Source: an optimization exercise on an open RTL-to-GDS flow (aim: small area, a short achievable clock period and few clock cycles). Production flows keep margins and buffers that such runs may drop. RTL that was checked went through simulation tests only; none was proved equivalent to the original. Power figures rest on the tool's default switching activity, not on a simulated workload.

==> inputs of job 7541 <==
// processing_element_avalon_interface
module processing_element_avalon_interface (
    input csi_clockreset_clk,
    input csi_clockreset_reset_n,
    input [7:0] avs_s1_address,
    input avs_s1_read,
    input avs_s1_write,
    input [31:0] avs_s1_writedata,
    output reg [31:0] avs_s1_readdata
);
==> module processing_element_avalon_interface, before the edit <==
module processing_element_avalon_interface (
    input csi_clockreset_clk,
    input csi_clockreset_reset_n,
    input [7:0] avs_s1_address,
    input avs_s1_read,
    input avs_s1_write,
    input [31:0] avs_s1_writedata,
    output reg [31:0] avs_s1_readdata
);
    wire clk = csi_clockreset_clk;
    wire rst = ~csi_clockreset_reset_n;
    wire [7:0] a = avs_s1_address;
    reg       wr_v;
    reg [4:0] wr_a;
    reg [7:0] wr_d;
    always @(posedge clk) begin
        wr_v <= ~rst & avs_s1_write & (a < 8'd18);
        wr_a <= a[4:0];
        wr_d <= avs_s1_writedata[7:0];
    end
    reg [7:0] img [0:8];
    reg [7:0] filt [0:8];
    reg start;
    wire [7:0] din = rst ? 8'd0 : wr_d;
    wire live = wr_v;
    wire [8:0] sel_x, sel_w;
    reg  [7:0] xs, ws;
    integer k;
    genvar i;
    generate
        for (i = 0; i < 9; i = i + 1) begin : g_op
            assign sel_x[i] = live & (wr_a == i);
            assign sel_w[i] = live & (wr_a == i + 9);
            always @(posedge clk)
                if (rst | sel_x[i]) img[i] <= din;
            always @(posedge clk)
                if (rst | sel_w[i]) filt[i] <= din;
        end
    endgenerate
    always @(*) begin
        xs = 8'd0;
        ws = 8'd0;
        for (k = 0; k < 9; k = k + 1) begin
            if (sel_x[k] | sel_w[k]) begin
                xs = xs | img[k];
                ws = ws | filt[k];
            end
        end
    end
    wire is_x = |sel_x;
    wire [7:0] old_v   = is_x ? xs : ws;
    wire [7:0] other_v = is_x ? ws : xs;
    wire [8:0] delta = {wr_d[7], wr_d} - {old_v[7], old_v};
    always @(posedge clk)
        if (rst) start <= 1'b0;
        else if (avs_s1_write & (a == 8'd18)) start <= avs_s1_writedata[0];
    reg [8:0] d_q;
    reg [7:0] o_q;
    reg [18:0] acc;
    wire [18:0] sum;
    always @(posedge clk) begin
        d_q <= delta;
        o_q <= other_v & {8{~rst}};
    end
    pe_mac_tree mac (
        .d(d_q),
        .o(o_q),
        .acc(acc),
        .sum(sum)
    );
    always @(posedge clk)
        if (rst) acc <= 19'd0;
        else acc <= sum;
    wire [31:0] result = {{13{acc[18]}}, acc};
    always @(*) begin
        case (a)
            8'd30: avs_s1_readdata = result;
            8'd31: avs_s1_readdata = {31'd0, start};
            default: avs_s1_readdata = 32'd0;
        endcase
    end
endmodule
Settings: LEC_CHECK=0, CAP_MARGIN=20, CORE_MARGIN=2, CORE_UTILIZATION=40, SLEW_MARGIN=20, SYNTH_HIERARCHICAL=1, SYNTH_MINIMUM_KEEP_SIZE=0; clock period 12.5 ns.
standard.sh (not shown) runs the stock make flow with config.mk's settings and CLKGATE_MAP_FILE= SYNTH_SCRIPT=/design/flow/synth_recipe.tcl, a recipe that flattens the netlist after the stock synthesis.
==> flow/flow/run.sh <==
#!/bin/bash
# Standard ORFS layout, with repair_timing asked to leave extra setup slack so
# that the fixed input/output paths are built fast. The SDC is the standard flow's own.
set -euo pipefail
bash standard.sh SETUP_SLACK_MARGIN=7 MATCH_CELL_FOOTPRINT=0 \
  "BUFFER_PORTS_ARGS=-buffer_cell sky130_fd_sc_hd__buf_2" finish > standard_flow.log 2>&1
==> job 1215 (differences from job 7541) <==
--- a/flow/design.v
+++ b/flow/design.v
@@ -292,4 +292,35 @@
     assign {co, s} = a + b;
 endmodule
+module pe_mux9 (input wire [8:0] s, input wire [8:0] d, output wire y);
+    wire [2:0] n;
+    pe_aoi222 g0 (.a1(s[0]), .a2(d[0]), .b1(s[1]), .b2(d[1]), .c1(s[2]), .c2(d[2]), .y(n[0]));
+    pe_aoi222 g1 (.a1(s[3]), .a2(d[3]), .b1(s[4]), .b2(d[4]), .c1(s[5]), .c2(d[5]), .y(n[1]));
+    pe_aoi222 g2 (.a1(s[6]), .a2(d[6]), .b1(s[7]), .b2(d[7]), .c1(s[8]), .c2(d[8]), .y(n[2]));
+    assign y = ~&n;
+endmodule
+module pe_aoi222 (
+    input wire a1, input wire a2, input wire b1, input wire b2,
+    input wire c1, input wire c2, output wire y
+);
+    assign y = ~((a1 & a2) | (b1 & b2) | (c1 & c2));
+endmodule
+module pe_dec30 (
+    input wire [7:0] a,
+    output wire h1, output wire h2, output wire h3, output wire is31
+);
+    assign h1 = &a[4:1];
+    assign h2 = ~(a[7] | a[6]);
+    assign h3 = ~(a[5] | a[0]);
+    assign is31 = (a == 8'd31);
+endmodule
+module pe_and4 (input wire a, input wire b, input wire c, input wire d, output wire y);
+    assign y = a & b & c & d;
+endmodule
+module pe_rd0 (
+    input wire a, input wire b, input wire c, input wire d, input wire e, input wire f,
+    output wire y
+);
+    assign y = (a & b & c & d) | (e & f);
+endmodule
 module processing_element_avalon_interface (
     input csi_clockreset_clk,
@@ -318,6 +349,4 @@
     wire live = wr_v;
     wire [8:0] sel_x, sel_w;
-    reg  [7:0] xs, ws;
-    integer k;
     genvar i;
     generate
@@ -331,14 +360,22 @@
         end
     endgenerate
-    always @(*) begin
-        xs = 8'd0;
-        ws = 8'd0;
-        for (k = 0; k < 9; k = k + 1) begin
-            if (sel_x[k] | sel_w[k]) begin
-                xs = xs | img[k];
-                ws = ws | filt[k];
-            end
+    wire [8:0] sel = sel_x | sel_w;
+    wire [7:0] xs, ws;
+    generate
+        for (i = 0; i < 8; i = i + 1) begin : g_mux
+            pe_mux9 mx (
+                .s(sel),
+                .d({img[8][i], img[7][i], img[6][i], img[5][i], img[4][i],
+                    img[3][i], img[2][i], img[1][i], img[0][i]}),
+                .y(xs[i])
+            );
+            pe_mux9 mw (
+                .s(sel),
+                .d({filt[8][i], filt[7][i], filt[6][i], filt[5][i], filt[4][i],
+                    filt[3][i], filt[2][i], filt[1][i], filt[0][i]}),
+                .y(ws[i])
+            );
         end
-    end
+    endgenerate
     wire is_x = |sel_x;
     wire [7:0] old_v   = is_x ? xs : ws;
@@ -366,10 +403,14 @@
         else acc <= sum;
     wire [31:0] result = {{13{acc[18]}}, acc};
-    always @(*) begin
-        case (a)
-            8'd30: avs_s1_readdata = result;
-            8'd31: avs_s1_readdata = {31'd0, start};
-            default: avs_s1_readdata = 32'd0;
-        endcase
-    end
+    wire h1, h2, h3, is31;
+    pe_dec30 dec (.a(a), .h1(h1), .h2(h2), .h3(h3), .is31(is31));
+    wire [31:0] rd_bits;
+    pe_rd0 rd0 (.a(h1), .b(h2), .c(h3), .d(result[0]), .e(is31), .f(start), .y(rd_bits[0]));
+    generate
+        for (i = 1; i < 32; i = i + 1) begin : g_rd
+            pe_and4 rd (.a(h1), .b(h2), .c(h3), .d(result[i]), .y(rd_bits[i]));
+        end
+    endgenerate
+    always @(*)
+        avs_s1_readdata = rd_bits;
 endmodule
==> flow/flow/run.sh (replaced) <==
#!/bin/bash
# Standard ORFS layout, with repair_timing asked to leave extra setup slack so
# that the fixed input/output paths are built fast, and a clock tree of
# clkbuf_8 leaves without dummy loads. The SDC is the standard flow's own.
set -euo pipefail
bash standard.sh SETUP_SLACK_MARGIN=6.75 MATCH_CELL_FOOTPRINT=0 \
  "BUFFER_PORTS_ARGS=-buffer_cell sky130_fd_sc_hd__buf_2" \
  "CTS_ARGS=-sink_clustering_enable -repair_clock_nets -sink_clustering_size 10 -buf_list sky130_fd_sc_hd__clkbuf_8 -dont_use_dummy_load" \
  finish > standard_flow.log 2>&1
--- a/flow/config.mk
+++ b/flow/config.mk
@@ -9,4 +9,6 @@
 export CORE_MARGIN = 2
 export CORE_UTILIZATION = 40
+export CTS_BUF_LIST = sky130_fd_sc_hd__clkbuf_8
+export CTS_CLUSTER_SIZE = 10
 export SLEW_MARGIN = 20
 export SYNTH_HIERARCHICAL = 1
==> job 4148 (differences from job 7541) <==
--- a/flow/design.v
+++ b/flow/design.v
@@ -292,4 +292,31 @@
     assign {co, s} = a + b;
 endmodule
+module pe_mux9 (input wire [8:0] s, input wire [8:0] d, output wire y);
+    wire [2:0] n;
+    pe_aoi222 g0 (.a1(s[0]), .a2(d[0]), .b1(s[1]), .b2(d[1]), .c1(s[2]), .c2(d[2]), .y(n[0]));
+    pe_aoi222 g1 (.a1(s[3]), .a2(d[3]), .b1(s[4]), .b2(d[4]), .c1(s[5]), .c2(d[5]), .y(n[1]));
+    pe_aoi222 g2 (.a1(s[6]), .a2(d[6]), .b1(s[7]), .b2(d[7]), .c1(s[8]), .c2(d[8]), .y(n[2]));
+    assign y = ~&n;
+endmodule
+module pe_aoi222 (
+    input wire a1, input wire a2, input wire b1, input wire b2,
+    input wire c1, input wire c2, output wire y
+);
+    assign y = ~((a1 & a2) | (b1 & b2) | (c1 & c2));
+endmodule
+module pe_dec30 (input wire [7:0] a, output wire h1, output wire h2, output wire is31);
+    assign h1 = &a[4:1];
+    assign h2 = ~(a[7] | a[6] | a[5] | a[0]);
+    assign is31 = (a == 8'd31);
+endmodule
+module pe_and3 (input wire a, input wire b, input wire c, output wire y);
+    assign y = a & b & c;
+endmodule
+module pe_rd0 (
+    input wire a, input wire b, input wire c, input wire d, input wire e,
+    output wire y
+);
+    assign y = (a & b & c) | (d & e);
+endmodule
 module processing_element_avalon_interface (
     input csi_clockreset_clk,
@@ -318,6 +345,4 @@
     wire live = wr_v;
     wire [8:0] sel_x, sel_w;
-    reg  [7:0] xs, ws;
-    integer k;
     genvar i;
     generate
@@ -331,18 +356,36 @@
         end
     endgenerate
-    always @(*) begin
-        xs = 8'd0;
-        ws = 8'd0;
-        for (k = 0; k < 9; k = k + 1) begin
-            if (sel_x[k] | sel_w[k]) begin
-                xs = xs | img[k];
-                ws = ws | filt[k];
-            end
+    wire [8:0] sel = sel_x | sel_w;
+    wire [7:0] xs, ws;
+    generate
+        for (i = 0; i < 8; i = i + 1) begin : g_mux
+            pe_mux9 mx (
+                .s(sel),
+                .d({img[8][i], img[7][i], img[6][i], img[5][i], img[4][i],
+                    img[3][i], img[2][i], img[1][i], img[0][i]}),
+                .y(xs[i])
+            );
+            pe_mux9 mw (
+                .s(sel),
+                .d({filt[8][i], filt[7][i], filt[6][i], filt[5][i], filt[4][i],
+                    filt[3][i], filt[2][i], filt[1][i], filt[0][i]}),
+                .y(ws[i])
+            );
         end
-    end
+    endgenerate
     wire is_x = |sel_x;
     wire [7:0] old_v   = is_x ? xs : ws;
     wire [7:0] other_v = is_x ? ws : xs;
-    wire [8:0] delta = {wr_d[7], wr_d} - {old_v[7], old_v};
+    wire [8:0] sa = {wr_d[7], wr_d};
+    wire [8:0] sb = ~{old_v[7], old_v};
+    wire [4:0] sc;
+    wire [8:0] delta;
+    assign sc[0] = 1'b1;
+    generate
+        for (i = 0; i < 4; i = i + 1) begin : g_sub
+            pe_fa fa (.a(sa[i]), .b(sb[i]), .c(sc[i]), .s(delta[i]), .co(sc[i+1]));
+        end
+    endgenerate
+    assign delta[8:4] = sa[8:4] + sb[8:4] + sc[4];
     always @(posedge clk)
         if (rst) start <= 1'b0;
@@ -366,10 +409,14 @@
         else acc <= sum;
     wire [31:0] result = {{13{acc[18]}}, acc};
-    always @(*) begin
-        case (a)
-            8'd30: avs_s1_readdata = result;
-            8'd31: avs_s1_readdata = {31'd0, start};
-            default: avs_s1_readdata = 32'd0;
-        endcase
-    end
+    wire h1, h2, is31;
+    pe_dec30 dec (.a(a), .h1(h1), .h2(h2), .is31(is31));
+    wire [31:0] rd_bits;
+    pe_rd0 rd0 (.a(h1), .b(h2), .c(result[0]), .d(is31), .e(start), .y(rd_bits[0]));
+    generate
+        for (i = 1; i < 32; i = i + 1) begin : g_rd
+            pe_and3 rd (.a(h1), .b(h2), .c(result[i]), .y(rd_bits[i]));
+        end
+    endgenerate
+    always @(*)
+        avs_s1_readdata = rd_bits;
 endmodule
==> flow/flow/run.sh (replaced) <==
#!/bin/bash
# Standard ORFS layout, with repair_timing asked to leave extra setup slack so
# that the fixed input/output paths are built fast, and a clock tree of
# clkbuf_8 leaves without dummy loads. The SDC is the standard flow's own.
set -euo pipefail
bash standard.sh SETUP_SLACK_MARGIN=7 MATCH_CELL_FOOTPRINT=0 \
  "BUFFER_PORTS_ARGS=-buffer_cell sky130_fd_sc_hd__buf_2" \
  "CTS_ARGS=-sink_clustering_enable -repair_clock_nets -sink_clustering_size 10 -buf_list sky130_fd_sc_hd__clkbuf_8 -dont_use_dummy_load" \
  finish > standard_flow.log 2>&1
--- a/flow/config.mk
+++ b/flow/config.mk
@@ -8,5 +8,7 @@
 export CAP_MARGIN = 20
 export CORE_MARGIN = 2
-export CORE_UTILIZATION = 40
+export CORE_UTILIZATION = 50
+export CTS_BUF_LIST = sky130_fd_sc_hd__clkbuf_8
+export CTS_CLUSTER_SIZE = 10
 export SLEW_MARGIN = 20
 export SYNTH_HIERARCHICAL = 1
==> job 3543 (differences from job 7541) <==
--- a/flow/design.v
+++ b/flow/design.v
@@ -292,4 +292,7 @@
     assign {co, s} = a + b;
 endmodule
+module pe_rd_bit (input wire [7:0] a, input wire v, output wire y);
+    assign y = v & (a == 8'd30);
+endmodule
 module processing_element_avalon_interface (
     input csi_clockreset_clk,
@@ -366,10 +369,13 @@
         else acc <= sum;
     wire [31:0] result = {{13{acc[18]}}, acc};
-    always @(*) begin
-        case (a)
-            8'd30: avs_s1_readdata = result;
-            8'd31: avs_s1_readdata = {31'd0, start};
-            default: avs_s1_readdata = 32'd0;
-        endcase
-    end
+    wire [18:0] rd_sum;
+    genvar b;
+    generate
+        for (b = 0; b < 19; b = b + 1) begin : g_rd
+            pe_rd_bit rd (.a(a), .v(acc[b]), .y(rd_sum[b]));
+        end
+    endgenerate
+    wire rd_done = (a == 8'd31) & start;
+    always @(*)
+        avs_s1_readdata = {{13{rd_sum[18]}}, rd_sum[18:1], rd_sum[0] | rd_done};
 endmodule
==> qor summary <==
quantity	job 4148	job 3543	job 1215	job 7541
Worst setup path startpoint	avs_s1_address[5]	avs_s1_address[6]	avs_s1_address[3]	avs_s1_address[5]
Minimum setup slack after placement	5.85 ns	6.49 ns	6.31 ns	6.01 ns
Minimum setup slack in the final design	6.51 ns	6.60 ns	6.62 ns	6.40 ns
Number of cells on the worst reg-to-reg path	17	14	14	14
Via count of the first global-routing pass	5914	6535	6393	6293
Register share of total power	59.9%	49.3%	59.6%	48.7%
Worst path buffer plus inverter count	4	2	3	3
Worst-path clk slew	0.09 ns	0.07 ns	0.08 ns	0.09 ns
Placement Rows	50	59	57	58
Clock power share	23.2%	34.4%	23.5%	36.4%
Post-synthesis cell area	9680 sq um	10500 sq um	9820 sq um	10300 sq um
Fraction of the mapped netlist area in adder cells	19.0%	17.2%	18.3%	17.6%
Post-route core utilization	58.0%	46.4%	45.7%	46.6%
Met3 WL	923 microns	1030 microns	1350 microns	1130 microns
Share of the final layout cell area in sequential cells	48.9%	44.6%	48.4%	45.5%
Aggregate routed wire length	22200 microns	23800 microns	23400 microns	22600 microns
Outcome	complete, no violations	complete, no violations	complete, no violations	complete, no violations
Testbench counts of job 4148, summed over its fixed seeds: cycles 36,800.
For job 7541, job 1215 and job 3543, only the layout was checked, not whether the RTL still works.

-- separate check: timing with driven ports --
In the flow no input, the clock included, has a driving cell. The finished layouts below were timed again as built, in two steps. Step 1 sets driving cells, clkbuf_16 on the clock port and buf_2 on the other inputs (assumed; they add their load-dependent delay and slew). Step 2 moves the port delays by t, midway between the first and last clock arrival at a register: inputs arrive t later, outputs are due t later. That takes back most of the time a late clock gives input paths. Slacks: ideal / step 1 / step 2; pairs: ideal / step 1.
run | t (ns) | setup WS [ns] | latest minus earliest clock arrival (ns)
job 7541 | 0.487 | 6.401 / 6.369 / 6.369 | 0.021 / 0.021
job 1215 | 0.488 | 6.618 / 6.544 / 6.544 | 0.040 / 0.040
job 4148 | 0.478 | 6.510 / 6.452 / 6.452 | 0.042 / 0.041
job 3543 | 0.472 | 6.601 / 6.471 / 6.471 | 0.019 / 0.019
After both steps setup and hold are still met in every run listed. For job 3543, which loses most, drivers alone change the setup slack by -0.130 ns; drivers and shift together by -0.130 ns.
